From an optimization exercise on the open Yosys and OpenROAD flow, aimed at small area; shortcuts taken in it are not production practice.
Only simulation tests tie the RTL to the original design; equivalence was not proved.
Power and IR drop assume default switching activity.

--- config.mk ---
export PLATFORM = sky130hd
export DESIGN_NAME = stopwatch
export DESIGN_NICKNAME = stopwatch
export VERILOG_FILES = /design/flow/design.v
export SDC_FILE = /design/flow/constraint.sdc
export NUM_CORES = 4
export LEC_CHECK = 0
export CAP_MARGIN = 20
export CORE_MARGIN = 2
export CORE_UTILIZATION = 40
export SLEW_MARGIN = 20
--- constraint.sdc ---
create_clock -name core_clock -period 20.0 [get_ports {clk}]
set_input_delay 4.0000 -clock core_clock [delete_from_list [all_inputs] [get_ports {clk}]]
set_output_delay 4.0000 -clock core_clock [all_outputs]
set_load 0.01 [all_outputs]
--- design.v ---
module stopwatch (
    clk,  
    KeyA,KeyB,KeyC,  
    HEX0,HEX1,HEX2,HEX3,HEX4,HEX5,HEX6,HEX7,  
    led_g,led_r1,led_r2  
);
    parameter time_min = 500_000;
    parameter _0 = 7'b100_0000, _1 = 7'b111_1001, _2 = 7'b010_0100,
        _3 = 7'b011_0000, _4 = 7'b001_1001, _5 = 7'b001_0010, _6 = 7'b000_0010,
        _7 = 7'b111_1000, _8 = 7'b000_0000, _9 = 7'b001_0000;
    input clk;
	wire rstn;  
    input KeyA;
    input KeyB;
	input KeyC;
	assign rstn = KeyC;
	integer i;
    reg [6:0] KeyA_press;
    reg [6:0] KeyB_press;
    reg KeyA_short;
    reg KeyA_long;
    reg KeyB_short;
    reg KeyB_long;
    reg [12:0] count;
    reg [12:0] display;
    reg [12:0] display2;
    reg [3:0] display_a,display_b,display_c,display_d;
    reg [3:0] display_e,display_f,display_g,display_h;
    output [6:0] HEX3,HEX2,HEX1,HEX0;
    reg [6:0] HEX3,HEX2,HEX1,HEX0;
    output [6:0] HEX7,HEX6,HEX5,HEX4;
    reg [6:0] HEX7,HEX6,HEX5,HEX4;
	reg [12:0] storage[0:8];
	reg [9:0] storage_count;
    reg [3:0] storage_display_count;
    reg [3:0] storage_sum;
    output [8:0] led_r1;
    reg [8:0] led_r1;
    output [8:0] led_r2;
    reg [8:0] led_r2;
    output [2:0] led_g;
    reg [2:0] led_g;
    reg on_off;
    reg reset;
    reg pause;
    localparam HALF_TICK = 4;
    reg [1:0] clk_count;
    always @(posedge clk or negedge rstn) begin
        if (!rstn) begin
            clk_count <= 'b0;
        end
        else if (clk_count==HALF_TICK-1) begin
            clk_count <= 'b0;
        end
        else begin
            clk_count <= clk_count + 1;
        end
    end
    reg clk_min;
    always @(posedge clk or negedge rstn) begin
        if (!rstn) begin
            clk_min <= 1'b0;
        end
        else if (clk_count==HALF_TICK-1) begin
            clk_min <= ~clk_min;
        end
    end
    wire tick = (clk_count==HALF_TICK-1) && !clk_min;
    always @(posedge clk or negedge rstn) begin
        if (!rstn) begin
            reset <= 1;
            on_off <= 0;
            pause <= 0;
            count <= 13'd0;
            KeyA_press <= 7'd0;
            KeyB_press <= 7'd0;
            KeyA_short <= 1'b0;
            KeyA_long <= 1'b0;
            KeyB_short <= 1'b0;
            KeyB_long <= 1'b0;
            display <= 13'd0;
            display2 <= 13'd0;
            storage_count <= 10'd0;
            storage_sum <= 4'd0;
            storage_display_count <= 4'd0;
        end
        else if (tick) begin
		    if (count==13'b1_0111_0111_0000) begin
                pause <= 1;
                storage_display_count <= 4'd0;
            end
            else if (reset) begin
                count <= 13'd0;
            end
            else if (pause) begin
                count <= count;
            end
            else if (on_off) begin
                count <= count + 1;
            end
            if (KeyA==0) begin
                if (KeyA_press<100) begin
                    KeyA_press <= KeyA_press + 1;
                end
                else if (KeyA_press==100) begin
                    KeyA_long <= 1;
                    KeyA_press <= KeyA_press + 1;
                end
            end
            else begin
                if (KeyA_press>99) begin
                    KeyA_press <= 7'd0;
                end
                else if (KeyA_press>1) begin
                    KeyA_short <= 1;
                    KeyA_press <= 7'd0;
                end
                else begin
                    KeyA_press <= 7'd0;
                end
            end
            if (KeyB==0) begin
                if (KeyB_press<100) begin
                    KeyB_press <= KeyB_press + 1;
                end
                else if (KeyB_press==100) begin
                    KeyB_long <= 1;
                    KeyB_press <= KeyB_press + 1;
                end
            end
            else begin
                if (KeyB_press>99) begin
                    KeyB_press <= 7'd0;
                end
                else if (KeyB_press>1) begin
                    KeyB_short <= 1;
                    KeyB_press <= 7'd0;
                end
                else begin
                    KeyB_press <= 7'd0;
                end
            end
            if (reset) begin
                if (KeyA_short) begin
                    reset <= 0;
                    on_off <= 1;
                    KeyA_short <= ~KeyA_short;
                end
            end
            else if (on_off) begin
                if (KeyA_short) begin
                    on_off <= 0;
                    pause <= 1;
                    storage_display_count <= 4'd0;
                    KeyA_short <= ~KeyA_short;
                end
                else if (KeyA_long) begin
                    on_off <= 0;
                    reset <= 1;
                    KeyA_long <= ~KeyA_long;
                end
                else if (KeyB_short) begin
                    case (storage_count)
                        10'd0:storage_sum <= 4'd1;
                        10'd1:storage_sum <= 4'd2;
                        10'd2:storage_sum <= 4'd3;
                        10'd3:storage_sum <= 4'd4;
                        10'd4:storage_sum <= 4'd5;
                        10'd5:storage_sum <= 4'd6;
                        10'd6:storage_sum <= 4'd7;
                        10'd7:storage_sum <= 4'd8;
                        10'd8:storage_sum <= 4'd9;
                        default:storage_sum <= 4'd9;
                    endcase
                    storage_count <= storage_count + 1;
                    KeyB_short <= ~KeyB_short;
                end
            end
            else if (pause) begin
                if (KeyA_short) begin
                    pause <= 0;
                    on_off <= 1;
                    KeyA_short <= ~KeyA_short;
                end
                else if (KeyA_long) begin
                    pause <= 0;
                    reset <= 1;
                    KeyA_long <= ~KeyA_long;
                end
                else if (KeyB_short) begin
                    if (storage_display_count==storage_sum) begin
                        storage_display_count <= 4'd0;
                    end
                    else begin
                        storage_display_count <= storage_display_count + 1;
                    end
                    KeyB_short <= ~KeyB_short;
                end
                else if (KeyB_long) begin
                    if (!storage_count) begin
                        KeyB_long <= ~KeyB_long;
                    end
                    else begin
                        case (storage_count)
                            10'd1:storage_display_count <= 4'd1;
                            10'd2:storage_display_count <= 4'd1;
                            10'd3:storage_display_count <= 4'd1;
                            10'd4:storage_display_count <= 4'd1;
                            10'd5:storage_display_count <= 4'd1;
                            10'd6:storage_display_count <= 4'd1;
                            10'd7:storage_display_count <= 4'd1;
                            10'd8:storage_display_count <= 4'd1;
                            10'd9:storage_display_count <= 4'd1;
                            default:storage_display_count <= storage_count%9+1;
                        endcase
                        KeyB_long <= ~KeyB_long;
                    end
                end
            end
            if (reset) begin
                display <= 13'd0;
				display2 <= 13'd0;
                storage_count <= 10'd0;
                storage_sum <= 4'd0;
                storage_display_count <= 4'd0;
            end
            if (on_off) begin
                display <= count;
            end
            if (pause) begin
                case (storage_display_count)
                    4'd0:display2 <= 13'd0;
                    4'd1:display2 <= storage[0];
                    4'd2:display2 <= storage[1];
                    4'd3:display2 <= storage[2];
                    4'd4:display2 <= storage[3];
                    4'd5:display2 <= storage[4];
                    4'd6:display2 <= storage[5];
                    4'd7:display2 <= storage[6];
                    4'd8:display2 <= storage[7];
                    4'd9:display2 <= storage[8];
                    default:storage_display_count <= 4'd0;
                endcase
            end
		end
    end
    always @(posedge clk) begin
        if (rstn && tick) begin
            if (reset) begin
                for(i=0;i<9;i=i+1) begin
                    storage[i] <= 13'd0;
                end
            end
            else if (on_off && !KeyA_short && !KeyA_long && KeyB_short) begin
                storage[storage_count%9] <= count;
            end
        end
    end
    always @(display) begin
        display_a = display/1000;
        case (display_a)
            4'd0:HEX3 = _0;
            4'd1:HEX3 = _1;
            4'd2:HEX3 = _2;
            4'd3:HEX3 = _3;
            4'd4:HEX3 = _4;
            4'd5:HEX3 = _5;
            4'd6:HEX3 = _6;
            default:HEX3 = _0;
        endcase    
    end
    always @(display) begin
        display_b = (display/100)%10;
        case (display_b)
            4'd0:HEX2 = _0;
            4'd1:HEX2 = _1;
            4'd2:HEX2 = _2;
            4'd3:HEX2 = _3;
            4'd4:HEX2 = _4;
            4'd5:HEX2 = _5;
            4'd6:HEX2 = _6;
            4'd7:HEX2 = _7;
            4'd8:HEX2 = _8;
            4'd9:HEX2 = _9;
            default:HEX2 = _0;
        endcase
    end
    always @(display) begin
        display_c = (display/10)%10;
        case (display_c)
            4'd0:HEX1 = _0;
            4'd1:HEX1 = _1;
            4'd2:HEX1 = _2;
            4'd3:HEX1 = _3;
            4'd4:HEX1 = _4;
            4'd5:HEX1 = _5;
            4'd6:HEX1 = _6;
            4'd7:HEX1 = _7;
            4'd8:HEX1 = _8;
            4'd9:HEX1 = _9;
            default:HEX1 = _0;
        endcase
    end
    always @(display) begin
        display_d = display%10;
        case (display_d)
            4'd0:HEX0 = _0;
            4'd1:HEX0 = _1;
            4'd2:HEX0 = _2;
            4'd3:HEX0 = _3;
            4'd4:HEX0 = _4;
            4'd5:HEX0 = _5;
            4'd6:HEX0 = _6;
            4'd7:HEX0 = _7;
            4'd8:HEX0 = _8;
            4'd9:HEX0 = _9;
            default:HEX0 = _0;
        endcase
    end
    always @(display2) begin
        display_e = display2/1000;
        case (display_e)
            4'd0:HEX7 = _0;
            4'd1:HEX7 = _1;
            4'd2:HEX7 = _2;
            4'd3:HEX7 = _3;
            4'd4:HEX7 = _4;
            4'd5:HEX7 = _5;
            4'd6:HEX7 = _6;
            default:HEX7 = _0;
        endcase    
    end
    always @(display2) begin
        display_f = (display2/100)%10;
        case (display_f)
            4'd0:HEX6 = _0;
            4'd1:HEX6 = _1;
            4'd2:HEX6 = _2;
            4'd3:HEX6 = _3;
            4'd4:HEX6 = _4;
            4'd5:HEX6 = _5;
            4'd6:HEX6 = _6;
            4'd7:HEX6 = _7;
            4'd8:HEX6 = _8;
            4'd9:HEX6 = _9;
            default:HEX6 = _0;
        endcase
    end
    always @(display2) begin
        display_g = (display2/10)%10;
        case (display_g)
            4'd0:HEX5 = _0;
            4'd1:HEX5 = _1;
            4'd2:HEX5 = _2;
            4'd3:HEX5 = _3;
            4'd4:HEX5 = _4;
            4'd5:HEX5 = _5;
            4'd6:HEX5 = _6;
            4'd7:HEX5 = _7;
            4'd8:HEX5 = _8;
            4'd9:HEX5 = _9;
            default:HEX5 = _0;
        endcase
    end
    always @(display2) begin
        display_h = display2%10;
        case (display_h)
            4'd0:HEX4 = _0;
            4'd1:HEX4 = _1;
            4'd2:HEX4 = _2;
            4'd3:HEX4 = _3;
            4'd4:HEX4 = _4;
            4'd5:HEX4 = _5;
            4'd6:HEX4 = _6;
            4'd7:HEX4 = _7;
            4'd8:HEX4 = _8;
            4'd9:HEX4 = _9;
            default:HEX4 = _0;
        endcase
    end
    always @(reset or on_off or pause) begin
        if (reset) begin
            led_g = 3'b100;
        end
        else if (on_off) begin
            led_g = 3'b010;
        end
        else if (pause) begin
            led_g = 3'b001;
        end
        else begin
            led_g = 3'b000;
        end
    end
    always @(storage_sum) begin
        case (storage_sum)
            4'd0:led_r1 = 9'b0_0000_0000;
            4'd1:led_r1 = 9'b1_0000_0000;
            4'd2:led_r1 = 9'b0_1000_0000;
            4'd3:led_r1 = 9'b0_0100_0000;
            4'd4:led_r1 = 9'b0_0010_0000;
            4'd5:led_r1 = 9'b0_0001_0000;
            4'd6:led_r1 = 9'b0_0000_1000;
            4'd7:led_r1 = 9'b0_0000_0100;
            4'd8:led_r1 = 9'b0_0000_0010;
            4'd9:led_r1 = 9'b0_0000_0001;
            default:led_r1 = 9'b0_0000_0000;
        endcase
    end
    always @(storage_display_count) begin
        case (storage_display_count)
            4'd0:led_r2 = 9'b0_0000_0000;
            4'd1:led_r2 = 9'b1_0000_0000;
            4'd2:led_r2 = 9'b0_1000_0000;
            4'd3:led_r2 = 9'b0_0100_0000;
            4'd4:led_r2 = 9'b0_0010_0000;
            4'd5:led_r2 = 9'b0_0001_0000;
            4'd6:led_r2 = 9'b0_0000_1000;
            4'd7:led_r2 = 9'b0_0000_0100;
            4'd8:led_r2 = 9'b0_0000_0010;
            4'd9:led_r2 = 9'b0_0000_0001;
            default:led_r2 = 9'b0_0000_0000;
        endcase
    end
endmodule  
--- run.sh ---
#!/bin/bash
# synth_recipe.tcl (not shown) runs the flow's synth.tcl, then flattens the netlist and writes it again
# the make line also repeats each setting of config.mk as NAME=value (left out here)
make -C /OpenROAD-flow-scripts/flow DESIGN_CONFIG=/design/flow/config.mk WORK_HOME=/design/flow/orfs CLKGATE_MAP_FILE= SYNTH_SCRIPT=/design/flow/synth_recipe.tcl finish
==> run notes <==
## sequential cells by signal, summed over array words and instances, names as in the netlist
signal / cells
KeyA_long: 1
KeyA_press: 7
KeyA_short: 1
KeyB_long: 1
KeyB_press: 7
KeyB_short: 1
clk_count: 2
clk_min: 1
count: 13
display: 13
display2: 13
on_off: 1
pause: 1
reset: 1
storage: 117
storage_count: 10
storage_display_count: 4
storage_sum: 4
## where the power goes
part	internal (W)	total, W	switching (W)	leakage [nW]
Clock	0.000167	0.000332	0.000165	0.271
Combinational	0.00000277	0.00000928	0.00000650	7.47
Sequential	0.000430	0.000432	0.00000164	1.90
## cell type report
cell class / count / area share
tap: 782 / 0.0378
clock buffer: 19 / 0.0171
timing repair buffer: 113 / 0.0405
inverter: 112 / 0.0166
sequential: 198 / 0.214
multi-input combinational: 2663 / 0.669
clock inverter: 13 / 0.00455
## worst min path at each step
| stage | cells past startpoint | end | startpoint |
|---|---|---|---|
| 6_report | 1 | clk_count[0]$_DFF_PN0_ | clk_count[0]$_DFF_PN0_ |
| 2_1_floorplan | 1 | clk_count[0]$_DFF_PN0_ | clk_count[0]$_DFF_PN0_ |
| 3_5_place_dp | 1 | clk_count[0]$_DFF_PN0_ | clk_count[0]$_DFF_PN0_ |
| 4_1_cts | 1 | clk_count[0]$_DFF_PN0_ | clk_count[0]$_DFF_PN0_ |
| 3_3_place_gp | 1 | clk_count[0]$_DFF_PN0_ | clk_count[0]$_DFF_PN0_ |
| 5_1_grt | 1 | clk_count[0]$_DFF_PN0_ | clk_count[0]$_DFF_PN0_ |
## cell usage after synthesis (37+ instances only)
library cell	count
ha_1	84
and2_1	155
a21o_1	37
a31oi_1	56
edfxtp_1	117
nand3_1	113
o21ai_0	197
and3_1	43
mux2i_1	38
xnor2_1	87
nand2_1	276
buf_2	38
a21oi_1	185
a211oi_1	48
nand2b_1	41
dfrtp_1	80
o211ai_1	51
inv_1	96
clkbuf_1	142
a22oi_1	38
nand4_1	37
o31ai_1	54
nor2_1	319
nor3_1	107
## cells in the final DEF (no fill, tap or decap), drive strengths merged, types with 32 or more instances in the layout
master,instances
nor2,321
nand2,279
o21ai,219
a21oi,192
and2,161
edfxtp,117
nand3,113
nor3,111
inv,108
xnor2,92
ha,84
dfrtp,80
clkdlybuf4s50,79
a31oi,56
o31ai,54
o211ai,52
a211oi,50
and3,43
nand2b,41
mux2i,40
a22oi,38
nor4,38
a21o,37
nand4,37
xor2,35
nor2b,34
a22o,34
buf,34
or2,32
## cells by family (layout without fill, tap and decap cells)
group / Yosys count / in the layout
XOR/XNOR: 127 / 127
flip-flops: 198 / 198
buffers and inverters: 327 / 257
adder cells (fa/ha/maj): 105 / 105
AND/OR/NAND/NOR: 1300 / 1300
AO/OA/AOI/OAI: 1074 / 1074
multiplexers: 57 / 57
## routing by layer
layer  vias up  part of all wire
met5         -                 0
met3       108             0.055
li1      11883                 -
met1     11824              0.45
met4         0             0.025
met2       872              0.47
## critical path, delay by kind of cell (launching register included)
| kind | cells | cell delay (ns) |
|---|---|---|
| XOR/XNOR | 1 | 0.36 |
| AO/OA/AOI/OAI | 10 | 3.08 |
| flip-flops | 1 | 0.70 |
| multiplexers | 4 | 1.37 |
| adder cells (fa/ha/maj) | 2 | 0.77 |
| AND/OR/NAND/NOR | 10 | 4.25 |
| buffers and inverters | 3 | 0.88 |
## per-stage QoR
| step | setup slack [ns] | std cells | utilization | hold slack, ns | power, W |
|---|---|---|---|---|---|
| final | 4.12 | 3900 | 0.430 | 0.433 | 0.000773 |
| after global routing | 2.97 | 3900 | 0.430 | 0.460 | 0.000793 |
| after CTS | 4.25 | 3900 | 0.430 | 0.440 | 0.000777 |
| after detailed placement | 4.79 | 3868 | 0.421 | 0.429 | 0.000450 |
| after global placement | 5.07 | 3868 | 0.421 | 0.414 | 0.000450 |
| after floorplan | 7.47 | 3188 | - | 0.403 | 0.000444 |
==> impl_metrics.tcl <==
set metrics [dict create \
    status "timing/DRC/antenna clean" \
    tightestPinTransition_ns 1.01 \
    num_antenna_cells 0 \
    layout.nets 3193 \
    routabilityCongestion 0.942 \
    syn_avg_cell_area_um2 7.60 \
    yosys.area_share.simple 0.272 \
    relSlewSlack 0.326 \
    startpoint "display2[11]$_DFFE_PN0P_" \
    die_w_um 250 \
    use_met2 0.400 \
    multi_input_area_um2 17300 \
    drt_first_iter_violations 2359 \
    antenna_found_initial 0 \
    period_share 0.794 \
    finalMaxSlewViolations 0 \
    die_area_um2 62500 \
    coreArea_um2 60100 \
    vias 24687 \
    ys_types 130 \
    grt_pass1_vias 23232 \
    yosys.area_share.xor_xnor 0.0486 \
    hold_violations 0 \
    drtPass1Iterations 8 \
    reg2reg_slack_ns 9.57 \
    arrival_ns 11.88 \
    fin_crit_ns 15.88 \
    cts_resized 0 \
    ff_latch_area_um2 5540 \
    portBuffers 80 \
    p_leak_nw 9.64 \
    initial_core_util 0.403 \
    fill_cells 6142 \
    synth_edf_count 117 \
    startpoint_type "flop" \
    ys_warn_count 1 \
    cts_sinks 198 \
    clk_pin_slew_ns 0.07 \
    r2r-end "storage[8][7]$_SDFFCE_PN0P_" \
    rr_worst_depth 34 \
    fmax_mhz 63.0 \
    grt_pass1_wl_mm 123 \
    worstReg2RegStart "storage_count[7]$_DFFE_PN0P_" \
    post_dp_cell_area_um2 25300 \
    cts_tree "done" \
    busiest_layer "met2" \
    slowest_stage "nor4b_4" \
    synth_top_area_share 0.145 \
    setup_viol 0 \
    vdd_ir_drop_max_mv 0.0667 \
    root_buffer "clkbuf_16" \
    cts_max_level 4 \
    crit_path_end "HEX5[4]" \
    viasPerCell 6.33 \
    grtUsageMet1 0.313 \
    power.density_nw_per_um2 29.9 \
    crit_path_max_incr_delay_ns 0.86 \
    drc 0 \
    synth_compound_area_frac 0.316 \
    overflow 0 \
    routed_wl_mm 75.6 \
    grt_use_total 0.233 \
    postCtsHoldBufs 0 \
    cts.path.max_buffers 2 \
    async_reset_ff_frac 0.409 \
    stdcell_area_um2 25900 \
    maxCapViolations 0 \
    synth.cell_area_um2 24200 \
    syn_to_final_growth_pct 6.73 \
    wl_per_cell_um 19.4 \
    gr-usage-met3 0.0204 \
    rows 90 \
    yosysTopAreaCell "edfxtp_1" \
    synthFlopType "edfxtp_1" \
    die_h_um 250 \
    worstPathRequired_ns 16.00 \
    post-cts-setup-buffer-count 0 \
    io_pins 81 \
    finClkSkew_ns 0.0114 \
    crit_type "reg2out" \
    drive_gt1_frac 0.0645 \
    hold_path.class "reg2reg" \
    critPathMaxFanout 29 \
    synth_area_leaders "edfxtp_1 (15%), dfrtp_1 (8.3%), nor2_1 (4.9%)" \
    synth_fa_ha_area_frac 0.0522 \
    dp_hpwl_mm 55.5 \
    clkLatencyLatePin_ns 0.44 \
    synth_top_family_by_area "compound AO/OA/AOI/OAI gates" \
    muxShareOfSynthArea 0.0251 \
    tns_ns 0 \
    synth-seq-cells 198 \
    synth_seq_area_share 0.229 \
    synth_fp_nets 3276 \
    cts-buffers-inserted 17 \
    postSynthCellCount 3188 \
    grt_max_degree 51 \
    rsz0062_at_grt "no" \
    detail-route-antenna-nets 0 \
    endpoint_kind "output port" \
]

-- static timing again, ports no longer ideal --
How much do the figures lean on ideal ports? The routed layout below was timed once more, with nothing changed but the port constraints. Step 1 assumes that a clkbuf_16 drives the clock port and a buf_2 every other input. Step 2 adds t to the input delays and takes it off the output delays; t is the mean of the earliest and latest rising clock arrival at the registers after step 1. Input paths then give back, and output paths get back, about the clock's delay inside the block. a / b / c = ideal ports / drivers / drivers and shift; a / b = the first two.
shift t [ns]: 0.486
slack for setup (ns): 4.117 / 4.066 / 4.553
slew at the worst register clock pin (ns): 0.08 / 0.08
After both steps setup and hold are still met in this run. The setup slack of this run moves by -0.051 ns with the drivers and by +0.436 ns with both steps.
